Background: an optimization exercise with open tools, aiming at small area and a short achievable clock period. Do not read the settings as production practice. Power is estimated from default activity; no workload was simulated.

==> wip/maple: inputs <==
Design dadda_16_16, start of the top module:
module dadda_16_16(mpd_in, mpr_in, op_out, clk);
  input clk;
  input [15:0] mpd_in, mpr_in;
  output [32:0] op_out;
  wire [17:0] ye = {2'b00, mpr_in};
  wire [7:0] e_one, e_two;
  genvar gi, gj;
  generate for (gi = 0; gi < 8; gi = gi + 1) begin : g_enc
    wire ym1 = (gi == 0) ? 1'b0 : ye[2*gi-1];
    assign e_one[gi] = ye[2*gi] ^ ym1;
    assign e_two[gi] = (ye[2*gi+1] & ~ye[2*gi] & ~ym1) | (~ye[2*gi+1] & ye[2*gi] & ym1);
  end endgenerate
  reg [15:0] x;
  reg [7:0] one, two, neg;
  reg [25:0] q0, q1;
  reg [5:0] ql;
  reg qc;
  wire carry_n = w270;
  wire [25:0] r0n, r1n;
  wire [5:0] sln;
  always @(posedge clk) begin
    x <= mpd_in;
    one <= e_one;
    two <= e_two;
    neg <= {mpr_in[15], mpr_in[13], mpr_in[11], mpr_in[9], mpr_in[7], mpr_in[5], mpr_in[3], mpr_in[1]};
    q0 <= r0n;
    q1 <= r1n;
    ql <= sln;
    qc <= carry_n;
  end
  wire [7:0] negn = ~neg;
  wire [16:0] ppn [0:7];
  generate for (gi = 0; gi < 8; gi = gi + 1) begin : g_pp
    for (gj = 0; gj < 17; gj = gj + 1) begin : g_ppj
      if (gj == 0) begin : g_lo
        bsel1 u_sel (.a(x[0]), .s(one[gi]), .neg(neg[gi]), .pn(ppn[gi][gj]));
      end else if (gj == 16) begin : g_hi
        bsel1 u_sel (.a(x[15]), .s(two[gi]), .neg(neg[gi]), .pn(ppn[gi][gj]));
      end else begin : g_mid
        bsel u_sel (.a(x[gj]), .b(x[gj-1]), .one(one[gi]), .two(two[gi]), .neg(neg[gi]), .pn(ppn[gi][gj]));
      end
    end
  end endgenerate
  wire [15:0] r8n;
  ...
clock: 7.0 ns
lec_check: 0
cap_margin: 20
core_margin: 2
core_utilization: 55
cts_buf_list: sky130_fd_sc_hd__clkbuf_8 sky130_fd_sc_hd__clkbuf_16
cts_cluster_diameter: 60
cts_cluster_size: 30
setup_slack_margin: 3.5
slew_margin: 20
synth_hierarchical: 1
standard.sh (not shown) runs the stock make flow with config.mk's settings and CLKGATE_MAP_FILE= SYNTH_SCRIPT=/design/flow/synth_recipe.tcl, a recipe that flattens the netlist after the stock synthesis.
==> flow/flow/run.sh <==
#!/bin/bash
# Standard layout (the standard.sh) with two changes:
#  - after synthesis, flow/post_synth.tcl takes logic cells down to their
#    smallest drive strength (timing repair later sizes up what it needs);
#  - the port buffers are buf_1 cells (sized up by repair where needed).
set -euo pipefail
here=$(pwd)
bash standard.sh POST_SYNTH_TCL=$here/flow/post_synth.tcl \
  "BUFFER_PORTS_ARGS=-buffer_cell sky130_fd_sc_hd__buf_1" finish > $here/standard_flow.log 2>&1
==> flow/flow/post_synth.tcl <==
# After synthesis: take every logic cell down to the smallest drive strength
# of its own kind and drop the buffers synthesis inserted; timing repair in the
# later steps sizes up what the critical paths need.
set n_resized 0
foreach inst [get_cells *] {
  set master [get_property $inst ref_name]
  if {![regexp {^(sky130_fd_sc_hd__[a-z0-9]+)_([0-9]+)$} $master -> base size]} { continue }
  if {[regexp {__(df|dl|sdf|edf|conb|tap|fill|decap|clk)} $base]} { continue }
  set best ""
  set best_area 1e9
  foreach s {0 1 2 4} {
    set lc [get_lib_cells -quiet */${base}_$s]
    if {$lc eq ""} { continue }
    if {[get_property $lc dont_use]} { continue }
    set a [get_property $lc area]
    if {$a < $best_area} { set best_area $a; set best [get_name $lc] }
  }
  if {$best ne "" && $best ne $master} {
    replace_cell $inst $best
    incr n_resized
  }
}
puts "post_synth: resized $n_resized cells"
remove_buffers
# The first-stage registers each drive a row or column of Booth selectors
# (16-17 loads): give them the strongest flip-flop of their kind.
set n_up 0
foreach inst [get_cells *] {
  if {[regexp {^(x|one|two|neg)\[} [get_name $inst]] && [get_property $inst ref_name] eq "sky130_fd_sc_hd__dfxtp_1"} {
    replace_cell $inst sky130_fd_sc_hd__dfxtp_4
    incr n_up
  }
}
puts "post_synth: upsized $n_up first-stage flip-flops"
==> wip/harbor: changes against wip/maple <==
Settings changed: SETUP_SLACK_MARGIN 3.5 to 3.75.
==> wip/violet: changes against wip/maple <==
Settings changed: SETUP_SLACK_MARGIN 3.5 to 3.65.
==> impl_metrics.csv <==
group,metric,value,unit
finish,fillers,1184,
global_route,gr-usage-met1,0.342,
outcome,status,"no timing/DRC/antenna violations",
worst_setup_path,slowest_delay,0.34,ns
drt,dr.pass1.iters,5,
drt,drt-total-wl,20.5,mm
global_route,first_global_vias,6443,
power,swShare,0.443,
drt,detail_route.wl_per_cell,19.2,um
worst_setup_path,crit_cells,9,
global_route,grt_pass1_wl,32.9,mm
sta,hold_slack,0.732,ns
worst_setup_path,reg2reg_from,"one[3]",
finish,multi_input_area_share,0.651,
power,power.density,434,mW/mm2
global_route,grt_util_all_layers,0.263,
drt,drt_iter0_drc,458,
(the above is from wip/violet)
==> impl_metrics.csv <==
group,metric,value,unit
global_route,grt_util_all_layers,0.262,
sta,hold_slack,0.729,ns
power,swShare,0.445,
worst_setup_path,crit_cells,7,
drt,drt-total-wl,20.0,mm
drt,drt_iter0_drc,446,
global_route,first_global_vias,6395,
global_route,gr-usage-met1,0.341,
global_route,grt_pass1_wl,32.7,mm
finish,instances_no_fill,1048,
worst_setup_path,reg2reg_from,"neg[0]",
power,power.density,432,mW/mm2
finish,fillers,1205,
drt,detail_route.wl_per_cell,19.0,um
outcome,status,"no timing/DRC/antenna violations",
worst_setup_path,slowest_delay,0.34,ns
(the above is from wip/maple)
==> impl_metrics.csv <==
group,metric,value,unit
outcome,status,"no timing/DRC/antenna violations",
global_route,gr-usage-met1,0.345,
drt,dr.pass1.iters,5,
global_route,grt_pass1_wl,33.2,mm
drt,drt-total-wl,20.7,mm
power,swShare,0.444,
finish,fillers,1163,
global_route,grt_util_all_layers,0.265,
worst_setup_path,reg2reg_from,"one[3]",
global_route,first_global_vias,6459,
drt,detail_route.wl_per_cell,19.3,um
sta,hold_slack,0.678,ns
worst_setup_path,slowest_delay,0.39,ns
(the above is from wip/harbor)
No functional check of the RTL was part of any run of this note.

* * *

==> run a: inputs <==
dadda_16_16, a different RTL version from the one above (not shown whole).
clock: 7.0 ns
lec_check: 0
cap_margin: 20
core_margin: 2
core_utilization: 70
cts_buf_list: sky130_fd_sc_hd__clkbuf_8 sky130_fd_sc_hd__clkbuf_16
setup_slack_margin: 3.4
slew_margin: 20
synth_hierarchical: 1
==> flow/flow/post_synth.tcl <==
# After synthesis: take every logic cell down to the smallest drive strength
# of its own kind and drop the buffers synthesis inserted; timing repair in the
# later steps sizes up what the critical paths need.
set n_resized 0
foreach inst [get_cells *] {
  set master [get_property $inst ref_name]
  if {![regexp {^(sky130_fd_sc_hd__[a-z0-9]+)_([0-9]+)$} $master -> base size]} { continue }
  if {[regexp {__(df|dl|sdf|edf|conb|tap|fill|decap|clk)} $base]} { continue }
  set best ""
  set best_area 1e9
  foreach s {0 1 2 4} {
    set lc [get_lib_cells -quiet */${base}_$s]
    if {$lc eq ""} { continue }
    if {[get_property $lc dont_use]} { continue }
    set a [get_property $lc area]
    if {$a < $best_area} { set best_area $a; set best [get_name $lc] }
  }
  if {$best ne "" && $best ne $master} {
    replace_cell $inst $best
    incr n_resized
  }
}
puts "post_synth: resized $n_resized cells"
remove_buffers
Scripts as last shown in full above: flow/flow/run.sh
==> run b (differences from run a) <==
- CORE_UTILIZATION: 70 -> 55
- CTS_BUF_LIST: sky130_fd_sc_hd__clkbuf_8 sky130_fd_sc_hd__clkbuf_16 -> sky130_fd_sc_hd__clkbuf_4 sky130_fd_sc_hd__clkbuf_8
==> run c (differences from run a) <==
- SETUP_SLACK_MARGIN: 3.4 -> 3.5
==> qor summary <==
Post-Route Skew: run a 0.01407 ns; run b 0.02000 ns; run c 0.01276 ns
Worst supply voltage drop on vdd: run a 0.3638 mV; run b 0.1929 mV; run c 0.4038 mV
Global-route wire length before repair: run a 31930 µm; run b 33580 µm; run c 33070 µm
Combinational gate power: run a 2470 µW; run b 2490 µW; run c 2470 µW
Number of core rows: run a 39; run b 44; run c 39
Sequential-cell power consumption: run a 968 µW; run b 986 µW; run c 979 µW
Non-clock buffering overhead in the final layout: run a 0.03986; run b 0.04276; run c 0.04018
Worst setup slack after layout: run a 3.461 ns; run b 3.404 ns; run c 3.521 ns
Worst hold slack: run a 0.8168 ns; run b 0.8110 ns; run c 0.7521 ns
Ratio of cells with drive above 1 in the final layout: run a 0.09321; run b 0.1135; run c 0.09425
Number of cells in the finished layout apart from fillers: run a 1012; run b 1056; run c 1013
Layout net count: run a 1014; run b 1017; run c 1015
Die ar.: run a 12390 µm²; run b 15640 µm²; run c 12390 µm²
Post-route met1 wirelength: run a 7221 µm; run b 7962 µm; run c 7322 µm
Detailed-route via count: run a 6267; run b 6190; run c 6323
Final Cell Area: run a 9010 µm²; run b 9012 µm²; run c 9030 µm²
Cell at the root of the clock tree: run a sky130_fd_sc_hd__clkbuf_16; run b sky130_fd_sc_hd__clkbuf_8; run c sky130_fd_sc_hd__clkbuf_16
Status: run a finished clean; run b finished clean; run c finished clean
Net switching share of the total power: run a 0.4419; run b 0.4546; run c 0.4418
Switching pwr: run a 1746 µW; run b 1739 µW; run c 1749 µW
Source of the worst register-to-register timing path: run a two[6]; run b one[0]; run c one[3]
Endpoint of the worst-slack reg-to-reg timing path: run a q1[14]; run b q1[9]; run c q1[15]
Share of total power in the clock network: run a 0.130; run b 0.091; run c 0.128
Total of cells resized after clock tree synthesis: run a 9; run b 19; run c 33
Start point of the critical path: run a q1[9]; run b q1[12]; run c q1[8]
Critical path buffers and inverters: run a 3; run b 3; run c 2
No run of this note included a check of the RTL's function; only the layout flow was run.

* * *

==> 04-25 <==
Starting RTL as in the previous note.
==> flow/config.mk <==
export PLATFORM = sky130hd
export DESIGN_NAME = dadda_16_16
export DESIGN_NICKNAME = dadda_16_16
export VERILOG_FILES = /design/flow/design.v
export SDC_FILE = /design/flow/constraint.sdc
export NUM_CORES = 4
export LEC_CHECK = 0
export CAP_MARGIN = 20
export CORE_MARGIN = 2
export CORE_UTILIZATION = 55
export CTS_BUF_LIST = sky130_fd_sc_hd__clkbuf_8 sky130_fd_sc_hd__clkbuf_16
export CTS_CLUSTER_DIAMETER = 60
export CTS_CLUSTER_SIZE = 30
export SETUP_SLACK_MARGIN = 3.4
export SLEW_MARGIN = 20
export SYNTH_HIERARCHICAL = 1
==> flow/constraint.sdc <==
create_clock -name core_clock -period 7.0 [get_ports {clk}]
set_input_delay 1.4000 -clock core_clock [delete_from_list [all_inputs] [get_ports {clk}]]
set_output_delay 1.4000 -clock core_clock [all_outputs]
set_load 0.01 [all_outputs]
Scripts as last shown in full above: flow/flow/run.sh, flow/flow/post_synth.tcl
==> 12-03: changes against 04-25 <==
CORE_UTILIZATION = 70   (was 55)
CTS_BUF_LIST = sky130_fd_sc_hd__clkbuf_4 sky130_fd_sc_hd__clkbuf_8   (was sky130_fd_sc_hd__clkbuf_8 sky130_fd_sc_hd__clkbuf_16)
CTS_CLUSTER_DIAMETER = default   (was 60)
CTS_CLUSTER_SIZE = default   (was 30)
==> flow_summary.yaml <==
sta:
  hold_ws_ps: 823
  worst_slack_ps: 3480
  tightest_slew_ps: 671
cells_and_area:
  multiInputGateArea_mm2: 0.00602
  layout_common_cells: "184 x xor2_1, 120 x a22oi_1, 116 x fa_1"
  n_all_buffers: 79
power_and_ir_drop:
  p_clk_mw: 0.386
  p_seq_share_pct: 25.4
drt:
  drtIter0Drc: 558
  wl_per_cell_um: 19.0
setup_path:
  crit_path_max_incr_delay_ps: 360
  critPathTopFamily: "compound AO/OA/AOI/OAI gates"
run_status:
  status: "no timing/DRC/antenna violations"
placement:
  place_ws_ps: 3160
(the above is from 12-03)
==> flow_summary.yaml <==
drt:
  drtIter0Drc: 346
  wl_per_cell_um: 18.5
cells_and_area:
  multiInputGateArea_mm2: 0.00600
  n_all_buffers: 80
  layout_common_cells: "184 x xor2_1, 120 x a22oi_1, 116 x fa_1"
power_and_ir_drop:
  p_clk_mw: 0.470
sta:
  tightest_slew_ps: 722
  hold_ws_ps: 813
  worst_slack_ps: 3520
run_status:
  status: "no timing/DRC/antenna violations"
(the above is from 04-25)
Function was not checked in any run of this note: the RTL went through the layout flow alone.

re-timing with driven ports:
No port has a modelled driver above. Below, the same layouts with a new extraction and two added sets of constraints.
Step 1, drivers: a clkbuf_16 drives clk and a buf_2 each remaining input, both assumed.
Step 2 also shifts input and output timing later by t, the mid clock arrival at the registers, as if the neighbouring blocks saw the same clock.
a / b / c = ideal ports / drivers / drivers and shift; a / b = the first two.
run | t, ns | setup WS [ns] | worst setup path after step 2
wip/maple | 0.391 | 3.600 / 3.558 / 3.742 | register to register
wip/harbor | 0.393 | 3.607 / 3.564 / 3.824 | register to register
wip/violet | 0.392 | 3.605 / 3.562 / 3.808 | register to register
run a | 0.394 | 3.461 / 3.419 / 3.487 | register to register
run b | 0.428 | 3.404 / 3.366 / 3.562 | register to register
run c | 0.396 | 3.521 / 3.481 / 3.683 | register to register
04-25 | 0.389 | 3.523 / 3.481 / 3.537 | register to register
12-03 | 0.419 | 3.477 / 3.442 / 3.520 | register to register
After both steps every run listed still meets setup and hold.
